This is an optimization exercise on Yosys and OpenROAD, whose aim is small area and a short achievable clock period, not a production implementation.

==> flow/design.v (excerpt) <==
module Integrator
          (clk,
           reset,
           In,
           Out);
  input   clk;
  input   reset;
  input   signed [21:0] In;
  output  signed [21:0] Out;
  reg  [20:0] x1;
  reg  [20:0] x2;
  reg  [21:0] y1;
  reg  [21:0] y2;
  wire [20:0] x = In[20:0];
  wire fs0, fc0;
  Integrator_fa u_fa0 (.a(1'b1), .b(x1[0]), .c(~x2[1]), .s(fs0), .co(fc0));
  wire fs1, fc1;
  Integrator_fa u_fa1 (.a(x1[1]), .b(~x2[2]), .c(fc0), .s(fs1), .co(fc1));
  wire fs2, fc2;
  Integrator_fa u_fa2 (.a(x1[2]), .b(~x2[3]), .c(fc1), .s(fs2), .co(fc2));
  wire fs3, fc3;
  Integrator_fa u_fa3 (.a(x1[3]), .b(~x2[0]), .c(~x2[4]), .s(fs3), .co(fc3));
  wire fs4, fc4;
  Integrator_fa u_fa4 (.a(fs3), .b(fc2), .c(~x[0]), .s(fs4), .co(fc4));
  wire fs5, fc5;
  Integrator_fa u_fa5 (.a(1'b1), .b(x1[0]), .c(x1[4]), .s(fs5), .co(fc5));
  wire fs6, fc6;
  Integrator_fa u_fa6 (.a(~x2[1]), .b(~x2[5]), .c(fc3), .s(fs6), .co(fc6));
  wire fs7, fc7;
  Integrator_fa u_fa7 (.a(fs5), .b(fs6), .c(~x[1]), .s(fs7), .co(fc7));
  wire fs8, fc8;
  Integrator_fa u_fa8 (.a(~x[5]), .b(fc4), .c(fs7), .s(fs8), .co(fc8));
  wire fs9, fc9;
  Integrator_fa u_fa9 (.a(x1[1]), .b(x1[5]), .c(~x2[2]), .s(fs9), .co(fc9));
  wire fs10, fc10;
  Integrator_fa u_fa10 (.a(~x2[6]), .b(fc5), .c(fs9), .s(fs10), .co(fc10));
  wire fs11, fc11;
  Integrator_fa u_fa11 (.a(fc6), .b(fs10), .c(~x[2]), .s(fs11), .co(fc11));
  wire fs12, fc12;
  Integrator_fa u_fa12 (.a(~x[6]), .b(fc7), .c(fs11), .s(fs12), .co(fc12));
  wire fs13, fc13;
  Integrator_fa u_fa13 (.a(x1[2]), .b(x1[6]), .c(~x2[0]), .s(fs13), .co(fc13));
  wire fs14, fc14;
  Integrator_fa u_fa14 (.a(~x2[3]), .b(~x2[7]), .c(fc9), .s(fs14), .co(fc14));
  ...
Size: about 510 cells after synthesis, ~86 flip-flops, ~7100 um^2 of cells after synthesis.
make LEC_CHECK=0 CAP_MARGIN=20 CORE_MARGIN=2 CORE_UTILIZATION=40 CTS_BUF_LIST='sky130_fd_sc_hd__clkbuf_4 sky130_fd_sc_hd__clkbuf_8' CTS_CLUSTER_DIAMETER=100 CTS_CLUSTER_SIZE=30 SETUP_SLACK_MARGIN=5 SLEW_MARGIN=20 SYNTH_HIERARCHICAL=1 SYNTH_MINIMUM_KEEP_SIZE=0 finish   # period 14.0 ns
run.sh (not shown) runs the stock make flow with config.mk's settings and CLKGATE_MAP_FILE= SYNTH_SCRIPT=/design/flow/synth_recipe.tcl, a recipe that flattens the netlist after the stock synthesis.
The starting point completed with no timing, DRC or antenna violations.
Edit:
SETUP_SLACK_MARGIN = 4   (was 5)
Worst setup slack gets worse by 550 ps.
Via count drops by 8.5%.
Edit:
CORE_UTILIZATION = 60   (was 40)
Global-route usage grows by 7.2 points. Routed wire length shrinks by 3.2%. Clock-buffer cell count is unchanged. Maximum frequency grows by 0.31%. Die area shrinks by 32%. Via count grows by 1.6%. Utilization grows by 23 points.
Edit:
CORE_UTILIZATION = 40   (was 60)
CTS_BUF_LIST = unset   (was sky130_fd_sc_hd__clkbuf_4 sky130_fd_sc_hd__clkbuf_8)
CTS_CLUSTER_DIAMETER = unset   (was 100)
CTS_CLUSTER_SIZE = unset   (was 30)
SETUP_SLACK_MARGIN = 5   (was 4)
Synthesized cell count stays the same.
Worst setup slack gets better by 490 ps.
Core utilization is lower by 17 points.
Cell count is higher by 21%.
No functional check of the RTL was part of any run of this note.

[port drivers added, routing unchanged]
How much do the figures lean on ideal ports? The routed layouts below were timed once more, with nothing changed but the port constraints.
Step 1, drivers: a clkbuf_16 drives clk and a buf_2 each remaining input, both assumed.
Step 2 adds t to the input delays and takes it off the output delays; t is the mean of the earliest and latest rising clock arrival at the registers after step 1. Input paths then give back, and output paths get back, about the clock's delay inside the block.
Slacks: no drivers / after step 1 / after step 2; pairs: no drivers / after step 1.
run	t, ns	setup slack, ns	worst setup path after step 2	slew at the worst register clock pin (ns)	pins driven straight from the clock port
the first run	0.410	4.678 / 4.615 / 4.546	input to register	0.09 / 0.09	1
the second run	0.422	4.128 / 4.098 / 4.098	input to output	0.10 / 0.10	1
the third run	0.418	4.159 / 4.133 / 4.133	input to output	0.10 / 0.10	1
the fourth run	0.389	4.652 / 4.601 / 4.537	input to register	0.06 / 0.06	1
After both steps setup and hold are still met in every run listed. The setup slack of the first run, which loses most, moves by -0.063 ns with the drivers and by -0.132 ns with both steps.
